What follows belongs to an exercise in optimizing a design on an open flow for small area and a short achievable clock period; a production flow would make more cautious choices.
No functional check of the RTL was part of any run shown here.
Power is estimated from default activity; no workload was simulated.

File: flow/config.mk
export PLATFORM = sky130hd
export DESIGN_NAME = top
export DESIGN_NICKNAME = top
export VERILOG_FILES = /design/flow/design.v
export SDC_FILE = /design/flow/constraint.sdc
export NUM_CORES = 8
export LEC_CHECK = 0
export CAP_MARGIN = 20
export CORE_MARGIN = 2
export CORE_UTILIZATION = 55
export SLEW_MARGIN = 20
File: flow/constraint.sdc
create_clock -name core_clock -period 13.0 [get_ports {clk_in}]
set_input_delay 2.6000 -clock core_clock [delete_from_list [all_inputs] [get_ports {clk_in}]]
set_output_delay 2.6000 -clock core_clock [all_outputs]
set_load 0.01 [all_outputs]
File: flow/design.v
module PE_count (
    activation_in,
    weight_in,
    e_out
);
input      [9-1:0]     activation_in;
input      [9-1:0]     weight_in;
output     [4-1:0]     e_out;
wire       [9-1:0]     m = activation_in ~^ weight_in;
wire       [4-1:0]     population_count;
PE_popcount PE_popcount (.m(m), .count(population_count));
assign e_out = population_count - 4'd5;
endmodule
module PE_popcount (
    m,
    count
);
input      [9-1:0]     m;
output     [4-1:0]     count;
function [1:0] fa;   
    input x, y, z;
    fa = {(x & y) | (x & z) | (y & z), x ^ y ^ z};
endfunction
wire       [1:0]       f1 = fa(m[0], m[1], m[2]);
wire       [1:0]       f2 = fa(m[3], m[4], m[5]);
wire       [1:0]       f3 = fa(m[6], m[7], m[8]);
wire       [1:0]       f4 = fa(f1[0], f2[0], f3[0]);     
wire       [1:0]       f5 = fa(f1[1], f2[1], f3[1]);     
wire                   h_s = f4[1] ^ f5[0];              
wire                   h_c = f4[1] & f5[0];              
assign count = {f5[1] & h_c, f5[1] ^ h_c, h_s, f4[0]};
endmodule
module PE (
    e_in,
    psum_in,
    psum_out
);
parameter WIDTH = 14;
input      [4-1:0]     e_in;
input      [WIDTH-1:0] psum_in;
output     [WIDTH-1:0] psum_out;
wire       [WIDTH-2:0] u = psum_in[WIDTH-1:1];
wire                   b = psum_in[0];
wire       [4:0]       c;
wire       [3:0]       lo;
assign c[0] = b;
genvar i;
generate
    for (i = 0; i < 4; i = i + 1) begin : LO
        assign lo[i]  = u[i] ^ e_in[i] ^ c[i];
        assign c[i+1] = (u[i] & e_in[i]) | (u[i] & c[i]) | (e_in[i] & c[i]);
    end
endgenerate
wire                   up = c[4] & ~e_in[3];
wire                   dn = ~c[4] & e_in[3];
wire       [WIDTH-6:0] hi = u[WIDTH-2:4];
wire       [WIDTH-5:0] all1, all0;
wire       [WIDTH-6:0] hi_out;
assign all1[0] = 1'b1;
assign all0[0] = 1'b1;
generate
    for (i = 0; i < WIDTH-5; i = i + 1) begin : HI
        assign all1[i+1]  = all1[i] & hi[i];
        assign all0[i+1]  = all0[i] & ~hi[i];
        assign hi_out[i]  = hi[i] ^ ((up & all1[i]) | (dn & all0[i]));
    end
endgenerate
assign psum_out = {hi_out, lo, ~b};
endmodule
module PE_fast (
    activation_in,
    weight_in,
    psum_in,
    psum_out
);
parameter WIDTH = 14;
input      [9-1:0]     activation_in;
input      [9-1:0]     weight_in;
input      [WIDTH-1:0] psum_in;
output reg [WIDTH-1:0] psum_out;
wire       [4-1:0]     population_count;
reg        [10-1:0]    one_hot;
PE_popcount PE_popcount (.m(activation_in ~^ weight_in), .count(population_count));
integer p;
always @(*) begin
    for (p = 0; p < 10; p = p + 1)
        one_hot[p] = (population_count == p);
    psum_out = {WIDTH{1'b0}};
    for (p = 0; p < 10; p = p + 1)
        psum_out = psum_out | ({WIDTH{one_hot[p]}} & (psum_in + 2 * p - 9));
end
endmodule
module PE_column (
    clk_in,
    rst_in,
    active_in,
    activation_in,
    load_in,
    data_in,
    count_out,
    e_out,
    psum_out,
    sum_out
);
parameter WIDTH = 14;
parameter FIRST = 0;
input                    clk_in;
input                    rst_in;
input                    active_in;       
input      [9-1:0]       activation_in;   
input                    load_in;         
input      [9-1:0]       data_in;
output     [3-1:0]       count_out;
output     [4-1:0]       e_out;           
output     [4*WIDTH-1:0] psum_out;        
output     [WIDTH-1:0]   sum_out;         
reg        [9-1:0]       weight_r;
wire       [9-1:0]       weight_next = ({9{load_in}} & data_in) | ({9{~load_in}} & weight_r);
reg        [3-1:0]       count_r;
reg        [WIDTH-1:0]   psum_r [0:3];
wire       [WIDTH-1:0]   oldest = {WIDTH{count_r[2]}} & psum_r[3];
wire       [WIDTH-1:0]   sum;
always @(posedge clk_in) begin
    weight_r <= weight_next;
end
generate
    if (FIRST) begin : F
        assign e_out = 4'd0;
        PE_fast #(.WIDTH(WIDTH)) PE (
            .activation_in(activation_in),
            .weight_in(weight_r),
            .psum_in(oldest),
            .psum_out(sum)
        );
    end
    else begin : N
        wire [4-1:0] e;
        reg  [4-1:0] e_r;
        PE_count PE_count (
            .activation_in(activation_in),
            .weight_in(weight_next),
            .e_out(e)
        );
        always @(posedge clk_in) begin
            e_r <= e;
        end
        assign e_out = e_r;
        PE #(.WIDTH(WIDTH)) PE (
            .e_in(e_r),
            .psum_in(oldest),
            .psum_out(sum)
        );
    end
endgenerate
always @(posedge clk_in) begin
    if (!rst_in) count_r <= 3'd0;
    else if (active_in && !count_r[2]) count_r <= count_r + 3'd1;
end
always @(posedge clk_in) begin
    if (active_in) begin
        psum_r[0] <= sum;
        psum_r[1] <= psum_r[0];
        psum_r[2] <= psum_r[1];
        psum_r[3] <= psum_r[2];
    end
end
assign count_out = count_r;
assign psum_out = {psum_r[3], psum_r[2], psum_r[1], psum_r[0]};
assign sum_out  = sum;
endmodule
module top (
    clk_in,
    rst_in,
    data_in,
    load_weight_in,
    in_valid_in,
    pop_in,
    sum_out
);
parameter WIDTH = 14;
parameter O_CH = 64;
input                            clk_in, rst_in;
input      [9-1:0]               data_in;
input                            load_weight_in;
input                            in_valid_in;
input                            pop_in;
output     [WIDTH-1:0]           sum_out;
reg        [6-1:0]               weight_count_r;
reg        [8-1:0]               pop_count_r;      
reg        [6-1:0]               next_row_r;       
reg                              next_row0_r;      
reg        [4-1:0]               pixel_r;          
reg        [WIDTH-1:0]           out_r;
reg        [9-1:0]               activation_r [1:O_CH-2];
reg                              in_valid_r   [1:O_CH-1];
wire       [4*WIDTH-1:0]         row_psum  [0:O_CH-1];
wire       [3-1:0]               row_count [0:O_CH-1];
wire       [4-1:0]               row_e     [0:O_CH-1];
wire       [WIDTH-1:0]           row_sum   [0:O_CH-1];
wire                             row_active [0:O_CH-1];
always @(posedge clk_in) begin
    weight_count_r <= load_weight_in ? weight_count_r + 6'd1 : 6'd0;
end
integer m;
always @(posedge clk_in) begin
    activation_r[1] <= data_in;
    for (m = 2; m <= O_CH-2; m = m + 1) begin
        activation_r[m] <= activation_r[m-1];
    end
    in_valid_r[1] <= rst_in & in_valid_in;
    for (m = 2; m <= O_CH-1; m = m + 1) begin
        in_valid_r[m] <= rst_in & in_valid_r[m-1];
    end
end
genvar k;
generate
    for (k = 0; k < O_CH; k = k + 1) begin : ROW
        assign row_active[k] = (k == 0) ? in_valid_in : in_valid_r[(k == 0) ? 1 : k];
        PE_column #(.WIDTH(WIDTH), .FIRST(k == 0)) PE_column (
            .clk_in(clk_in),
            .rst_in(rst_in),
            .active_in(row_active[k]),
            .activation_in((k <= 1) ? data_in : activation_r[(k <= 1) ? 1 : k-1]),
            .load_in(load_weight_in && weight_count_r == k),
            .data_in(data_in),
            .count_out(row_count[k]),
            .e_out(row_e[k]),
            .psum_out(row_psum[k]),
            .sum_out(row_sum[k])
        );
    end
endgenerate
always @(posedge clk_in) begin
    pop_count_r <= pop_in ? pop_count_r + 8'd1 : 8'd0;
    next_row_r  <= pop_in ? next_row_plus[7:2] : 6'd0;
    next_row0_r <= pop_in ? (next_row_plus[7:2] == 6'd0) : 1'b1;
    pixel_r     <= pop_in ? {pixel_r[2:0], pixel_r[3]} : 4'b0001;
end
wire       [8-1:0]               next_row_plus = pop_count_r + 8'd2;
function [WIDTH-1:0] next_sum;
    input [4*WIDTH-1:0] psum;
    input [3-1:0]       count;
    input [WIDTH-1:0]   sum;
    input               active;
    input [4-1:0]       slot_oh;
    reg   [4*WIDTH-1:0] cleared;
    reg   [WIDTH-1:0]   idle, moved;
    integer j;
    begin
        for (j = 0; j < 4; j = j + 1)
            cleared[j*WIDTH +: WIDTH] = {WIDTH{count > j}} & psum[j*WIDTH +: WIDTH];
        idle  = {WIDTH{1'b0}};
        moved = {WIDTH{slot_oh[0]}} & sum;
        for (j = 0; j < 4; j = j + 1)
            idle = idle | ({WIDTH{slot_oh[j]}} & cleared[j*WIDTH +: WIDTH]);
        for (j = 1; j < 4; j = j + 1)
            moved = moved | ({WIDTH{slot_oh[j]}} & cleared[(j-1)*WIDTH +: WIDTH]);
        next_sum = active ? moved : idle;
    end
endfunction
reg        [4*WIDTH-1:0]         sel_psum;
reg        [3-1:0]               sel_count;
reg        [4-1:0]               sel_e;
reg                              sel_active;
integer r;
always @(*) begin
    sel_psum   = {4*WIDTH{1'b0}};
    sel_count  = 3'd0;
    sel_e      = 4'd0;
    sel_active = 1'b0;
    for (r = 1; r < O_CH; r = r + 1) begin
        if (next_row_r == r) begin
            sel_psum   = sel_psum   | row_psum[r];
            sel_count  = sel_count  | row_count[r];
            sel_e      = sel_e      | row_e[r];
            sel_active = sel_active | row_active[r];
        end
    end
end
wire       [WIDTH-1:0]           sel_sum;
PE #(.WIDTH(WIDTH)) PE (
    .e_in(sel_e),
    .psum_in({WIDTH{sel_count[2]}} & sel_psum[4*WIDTH-1:3*WIDTH]),
    .psum_out(sel_sum)
);
wire       [4-1:0]               next_slot = {pixel_r[3], pixel_r[0], pixel_r[1], pixel_r[2]};
always @(posedge clk_in) begin
    if (!rst_in)
        out_r <= {WIDTH{1'b0}};
    else if (!pop_in)
        out_r <= next_sum(row_psum[0], row_count[0], row_sum[0], in_valid_in, 4'b1000);
    else if (next_row0_r)
        out_r <= next_sum(row_psum[0], row_count[0], row_sum[0], in_valid_in, next_slot);
    else
        out_r <= next_sum(sel_psum, sel_count, sel_sum, sel_active, next_slot);
end
assign sum_out = out_r;
endmodule
File: flow/flow/run.sh
#!/bin/bash
# Layout: the standard ORFS flow (standard.sh), with repair_timing aiming
# for extra setup slack so that the achieved period shrinks, and a leaner
# clock tree. The SDC (clock period, I/O delays, loads) is the standard flow's, unchanged.
set -euo pipefail
bash standard.sh \
    SETUP_SLACK_MARGIN=8.5 \
    finish > orfs_make.log 2>&1
File: flow/standard.sh
#!/bin/bash
# synth_recipe.tcl (not shown) runs the flow's synth.tcl, then flattens the netlist and writes it again
# the make line also repeats each setting of config.mk as NAME=value (left out here)
make -C /OpenROAD-flow-scripts/flow DESIGN_CONFIG=/design/flow/config.mk WORK_HOME=/design/flow/orfs CLKGATE_MAP_FILE= SYNTH_SCRIPT=/design/flow/synth_recipe.tcl "${@:-finish}"
==> impl_results.md, run 1 <==
* DIE HEIGHT at 649 um
* Horiz. Die Dim at 649 um
* GRT Util Overall at 88.3%
* First-pass GRT wire length at 2530 mm
* Post-synth top flop: edfxtp_1
* Stop stage: global routing (5_1_grt)
* Seq cells post-synth at 5264
* H-tree depth at 6
* Clock sinks at 5264
* Syn Area/Cell at 13.0 um^2
* Buffers on Ports at 27
* Synth top area cells: edfxtp_1 (47%), dfxtp_1 (15%), fa_1 (5.0%)
* Starting Density at 55.3%
* Cell count after synthesis at 17617
* Synth top area share at 47.2%
* Post-synth EDFFs at 3593
* GPL Wtd Cong at 1.29
* Run-stopping error: [ERROR GRT-0116] Global routing finished with congestion. Check the congestion regions in the DRC Viewer.
* Synth area leader: edfxtp_1
* Post-Syn Area at 229000 um^2
* HPWL after detailed placement at 1130 mm
* Ys Warns at 11
* Io pins at 28
* CTS Hold Bufs at 0
* Top-count cell post-synth: edfxtp_1
* Remaining Overflow, GRT at 6021
* Synth cell count leaders: edfxtp_1 (3593), dfxtp_1 (1671), a22oi_1 (1439)
* # rows at 236
* Placed cell count at 22677
* Synthesized net count at 18603
* Number of global-route vias before repair at 230180
* Async SR Flop Fraction at 0%
* Seq/Total Area, Yosys at 61.8%
* Netlist cell types at 90
* CTS buffer count at 553
* CTS root buffer: clkbuf_16
* CTS Buffer Depth at 4
* Largest net degree at the start of global routing at 87
* Status: did not finish
-- worst min-delay path by stage --
stage	slack, ps	endpoint	depth (start not counted)
after CTS	350	activation_r[53][8]$_DFF_P_	0
after detailed placement	350	activation_r[2][8]$_DFF_P_	0
after global placement	350	activation_r[2][8]$_DFF_P_	0
after floorplan	350	activation_r[10][1]$_DFF_P_	0
-- stage by stage --
stage               cell area [um^2]  utilization, %  setup WS (ps)  hold WS, ps
detailed placement            244000            59.0           4920          353
floorplan                     236000               -           6660          349
CTS                           279000            67.5           7420          350
global placement              244000            59.0           5030          352
-- metal layers --
metal,GRT overflow,track usage [%]
met5,39,58.4
met4,1858,86.4
met3,415,80.3
met2,3373,97.7
met1,336,88.9
-- repair_timing --
item / in CTS
buffers inserted: 651
pin swaps: 492
endpoints found under the hold margin: 0
resized for setup: 2056
cloned: 70
endpoints found under the setup margin: 870
-- power by group through the flow --
stage / Combinational (mW) / Clock (mW) / Sequential [mW]
4_1_cts: 10.5 / 16.4 / 20.3
2_1_floorplan: 4.76 / 0 / 19.4
3_5_place_dp: 8.80 / 0 / 20.7
3_3_place_gp: 8.41 / 0 / 20.7
-- cells by family after synthesis --
kind of cell / after synthesis / share of synthesized area, %
compound gates: 3296 / 10.2
mux: 676 / 3.28
fa+ha+maj: 973 / 7.21
buf+inv: 1755 / 2.97
flops: 5264 / 61.8
simple gates: 4536 / 10.2
xor+xnor: 1117 / 4.28
==> run 2, diff against run 1 <==
--- a/flow/design.v
+++ b/flow/design.v
@@ -6,16 +6,34 @@
 input      [9-1:0]     activation_in;
 input      [9-1:0]     weight_in;
-output     [4-1:0]     e_out;
-wire       [9-1:0]     m = activation_in ~^ weight_in;
-wire       [4-1:0]     population_count;
-PE_popcount PE_popcount (.m(m), .count(population_count));
-assign e_out = population_count - 4'd5;
+output reg [4-1:0]     e_out;
+wire       [4-1:0]     partial;
+PE_popcount PE_popcount (.m(activation_in ~^ weight_in), .partial(partial));
+always @(*) begin
+    case (partial)
+        4'b0000: e_out = 4'd11;   
+        4'b0001: e_out = 4'd12;
+        4'b0010: e_out = 4'd13;
+        4'b0011: e_out = 4'd14;
+        4'b0100: e_out = 4'd13;
+        4'b0101: e_out = 4'd14;
+        4'b0110: e_out = 4'd15;
+        4'b0111: e_out = 4'd0;
+        4'b1000: e_out = 4'd15;
+        4'b1001: e_out = 4'd0;
+        4'b1010: e_out = 4'd1;
+        4'b1011: e_out = 4'd2;
+        4'b1100: e_out = 4'd1;
+        4'b1101: e_out = 4'd2;
+        4'b1110: e_out = 4'd3;
+        default: e_out = 4'd4;
+    endcase
+end
 endmodule
 module PE_popcount (
     m,
-    count
+    partial
 );
 input      [9-1:0]     m;
-output     [4-1:0]     count;
+output     [4-1:0]     partial;
 function [1:0] fa;   
     input x, y, z;
@@ -27,7 +45,5 @@
 wire       [1:0]       f4 = fa(f1[0], f2[0], f3[0]);     
 wire       [1:0]       f5 = fa(f1[1], f2[1], f3[1]);     
-wire                   h_s = f4[1] ^ f5[0];              
-wire                   h_c = f4[1] & f5[0];              
-assign count = {f5[1] & h_c, f5[1] ^ h_c, h_s, f4[0]};
+assign partial = {f5[1], f5[0], f4[1], f4[0]};
 endmodule
 module PE (
@@ -79,11 +95,27 @@
 input      [WIDTH-1:0] psum_in;
 output reg [WIDTH-1:0] psum_out;
-wire       [4-1:0]     population_count;
+wire       [4-1:0]     partial;
 reg        [10-1:0]    one_hot;
-PE_popcount PE_popcount (.m(activation_in ~^ weight_in), .count(population_count));
+PE_popcount PE_popcount (.m(activation_in ~^ weight_in), .partial(partial));
 integer p;
 always @(*) begin
-    for (p = 0; p < 10; p = p + 1)
-        one_hot[p] = (population_count == p);
+    case (partial)   
+        4'b0000: one_hot = 10'b0000000001;
+        4'b0001: one_hot = 10'b0000000010;
+        4'b0010: one_hot = 10'b0000000100;
+        4'b0011: one_hot = 10'b0000001000;
+        4'b0100: one_hot = 10'b0000000100;
+        4'b0101: one_hot = 10'b0000001000;
+        4'b0110: one_hot = 10'b0000010000;
+        4'b0111: one_hot = 10'b0000100000;
+        4'b1000: one_hot = 10'b0000010000;
+        4'b1001: one_hot = 10'b0000100000;
+        4'b1010: one_hot = 10'b0001000000;
+        4'b1011: one_hot = 10'b0010000000;
+        4'b1100: one_hot = 10'b0001000000;
+        4'b1101: one_hot = 10'b0010000000;
+        4'b1110: one_hot = 10'b0100000000;
+        default: one_hot = 10'b1000000000;
+    endcase
     psum_out = {WIDTH{1'b0}};
     for (p = 0; p < 10; p = p + 1)
@@ -186,8 +218,6 @@
 input                            pop_in;
 output     [WIDTH-1:0]           sum_out;
-reg        [6-1:0]               weight_count_r;
-reg        [8-1:0]               pop_count_r;      
-reg        [6-1:0]               next_row_r;       
-reg                              next_row0_r;      
+reg        [O_CH-1:0]            weight_row_r;     
+reg        [O_CH-1:0]            next_row_r;       
 reg        [4-1:0]               pixel_r;          
 reg        [WIDTH-1:0]           out_r;
@@ -200,5 +230,6 @@
 wire                             row_active [0:O_CH-1];
 always @(posedge clk_in) begin
-    weight_count_r <= load_weight_in ? weight_count_r + 6'd1 : 6'd0;
+    weight_row_r <= load_weight_in ? {weight_row_r[O_CH-2:0], weight_row_r[O_CH-1]}
+                                   : {{O_CH-1{1'b0}}, 1'b1};
 end
 integer m;
@@ -222,5 +253,5 @@
             .active_in(row_active[k]),
             .activation_in((k <= 1) ? data_in : activation_r[(k <= 1) ? 1 : k-1]),
-            .load_in(load_weight_in && weight_count_r == k),
+            .load_in(load_weight_in && weight_row_r[k]),
             .data_in(data_in),
             .count_out(row_count[k]),
@@ -232,10 +263,8 @@
 endgenerate
 always @(posedge clk_in) begin
-    pop_count_r <= pop_in ? pop_count_r + 8'd1 : 8'd0;
-    next_row_r  <= pop_in ? next_row_plus[7:2] : 6'd0;
-    next_row0_r <= pop_in ? (next_row_plus[7:2] == 6'd0) : 1'b1;
+    next_row_r  <= !pop_in ? {{O_CH-1{1'b0}}, 1'b1} :
+                   pixel_r[2] ? {next_row_r[O_CH-2:0], next_row_r[O_CH-1]} : next_row_r;
     pixel_r     <= pop_in ? {pixel_r[2:0], pixel_r[3]} : 4'b0001;
 end
-wire       [8-1:0]               next_row_plus = pop_count_r + 8'd2;
 function [WIDTH-1:0] next_sum;
     input [4*WIDTH-1:0] psum;
@@ -270,5 +299,5 @@
     sel_active = 1'b0;
     for (r = 1; r < O_CH; r = r + 1) begin
-        if (next_row_r == r) begin
+        if (next_row_r[r]) begin
             sel_psum   = sel_psum   | row_psum[r];
             sel_count  = sel_count  | row_count[r];
@@ -278,10 +307,6 @@
     end
 end
-wire       [WIDTH-1:0]           sel_sum;
-PE #(.WIDTH(WIDTH)) PE (
-    .e_in(sel_e),
-    .psum_in({WIDTH{sel_count[2]}} & sel_psum[4*WIDTH-1:3*WIDTH]),
-    .psum_out(sel_sum)
-);
+wire       [WIDTH-1:0]           sel_sum = ({WIDTH{sel_count[2]}} & sel_psum[4*WIDTH-1:3*WIDTH]) +
+                                           {{WIDTH-5{sel_e[3]}}, sel_e, 1'b1};
 wire       [4-1:0]               next_slot = {pixel_r[3], pixel_r[0], pixel_r[1], pixel_r[2]};
 always @(posedge clk_in) begin
@@ -290,5 +315,5 @@
     else if (!pop_in)
         out_r <= next_sum(row_psum[0], row_count[0], row_sum[0], in_valid_in, 4'b1000);
-    else if (next_row0_r)
+    else if (next_row_r[0])
         out_r <= next_sum(row_psum[0], row_count[0], row_sum[0], in_valid_in, next_slot);
     else
--- a/flow/config.mk
+++ b/flow/config.mk
@@ -8,4 +8,4 @@
 export CAP_MARGIN = 20
 export CORE_MARGIN = 2
-export CORE_UTILIZATION = 55
+export CORE_UTILIZATION = 48
 export SLEW_MARGIN = 20
==> impl_results.md, run 2 <==
* Status: did not finish
* Stop stage: global routing (5_1_grt)
* Run-stopping error: [ERROR GRT-0116] Global routing finished with congestion. Check the congestion regions in the DRC Viewer.
* Buffers on Ports at 27
* Synth top area cells: edfxtp_1 (47%), dfxtp_1 (15%), fa_1 (5.0%)
* Seq cells post-synth at 5371
* Netlist cell types at 90
* Seq/Total Area, Yosys at 61.9%
* CTS buffer count at 579
* Ys Warns at 12
* GPL Wtd Cong at 1.19
* Synthesized net count at 18330
* Io pins at 28
* Clock sinks at 5371
* CTS Hold Bufs at 0
* Post-synth EDFFs at 3593
* Number of global-route vias before repair at 205451
* Synth Area in Compound Gates at 12.8%
* Mux cell area share after synthesis at 3.94%
* Post-Syn Area at 232000 um^2
* Synth top area share at 46.6%
* Simple-gate share of the synthesized area at 7.58%
* GRT Util Overall at 74.6%
* XOR/XNOR Fraction of Synth Area at 3.17%
* Cell count after synthesis at 17284
* CTS Buffer Depth at 4
* Synth cell count leaders: edfxtp_1 (3593), dfxtp_1 (1778), nand2_1 (1119)
* Top-count cell post-synth: edfxtp_1
* Remaining Overflow, GRT at 481
* Synth area leader: edfxtp_1
* Syn Area/Cell at 13.4 um^2
* Largest family of logic cells by synthesized area: compound AO/OA/AOI/OAI gates
* DIE HEIGHT at 699 um
* Post-synth top flop: edfxtp_1
* Starting Density at 48.1%
* # rows at 255
* First-pass GRT wire length at 2390 mm
* Post-DP Area at 246000 um^2
* Horiz. Die Dim at 699 um
* Synth Area in Adders at 7.44%
* CTS root buffer: clkbuf_16
* H-tree depth at 6
* Largest net degree at the start of global routing at 135
* HPWL after detailed placement at 1170 mm
* Async SR Flop Fraction at 0%
## run 2: cells by family after synthesis
logic type                 Yosys count
DFF                               5371
buffers and inverters             1922
AOI/OAI and AO/OA                 3950
and+or+nand+nor                   3408
xor gates and xnor gates           836
muxes                              764
adders and majority gates         1033
## run 2: worst min path at each step
stage,slack (ps),to
4_1_cts,350,activation_r[13][6]$_DFF_P_
3_5_place_dp,350,activation_r[2][5]$_DFF_P_
3_3_place_gp,350,activation_r[3][3]$_DFF_P_
2_1_floorplan,350,activation_r[53][7]$_DFF_P_
## run 2: stage by stage
stage | power, mW | setup slack (ps) | cells | utilization [%] | hold WS [ps]
4_1_cts | 44.1 | 7730 | 24950 | 57.4 | 355
3_5_place_dp | 26.4 | 5240 | 23459 | 51.0 | 354
3_3_place_gp | 26.2 | 5010 | 23453 | 51.0 | 352
2_1_floorplan | 22.4 | 6880 | 17284 | - | 349
## run 2: power groups by stage
stage	Clock [mW]	Sequential, mW	Combinational (mW)
2_1_floorplan	0	19.5	2.91
3_3_place_gp	0	20.5	5.74
3_5_place_dp	0	20.5	5.90
4_1_cts	17.1	20.2	6.81
## run 2: routing by layer
| metal | GRT usage (%) | GRT overflow |
|---|---|---|
| met1 | 76.1 | 2 |
| met3 | 64.1 | 3 |
| met4 | 70.2 | 234 |
| met2 | 86.9 | 242 |
| met5 | 36.0 | 0 |
## run 2: what timing repair did
| action | in CTS |
|---|---|
| endpoints found under the setup margin | 732 |
| cloned | 34 |
| buffers inserted | 395 |
| resized for setup | 1893 |
| pin swaps | 353 |
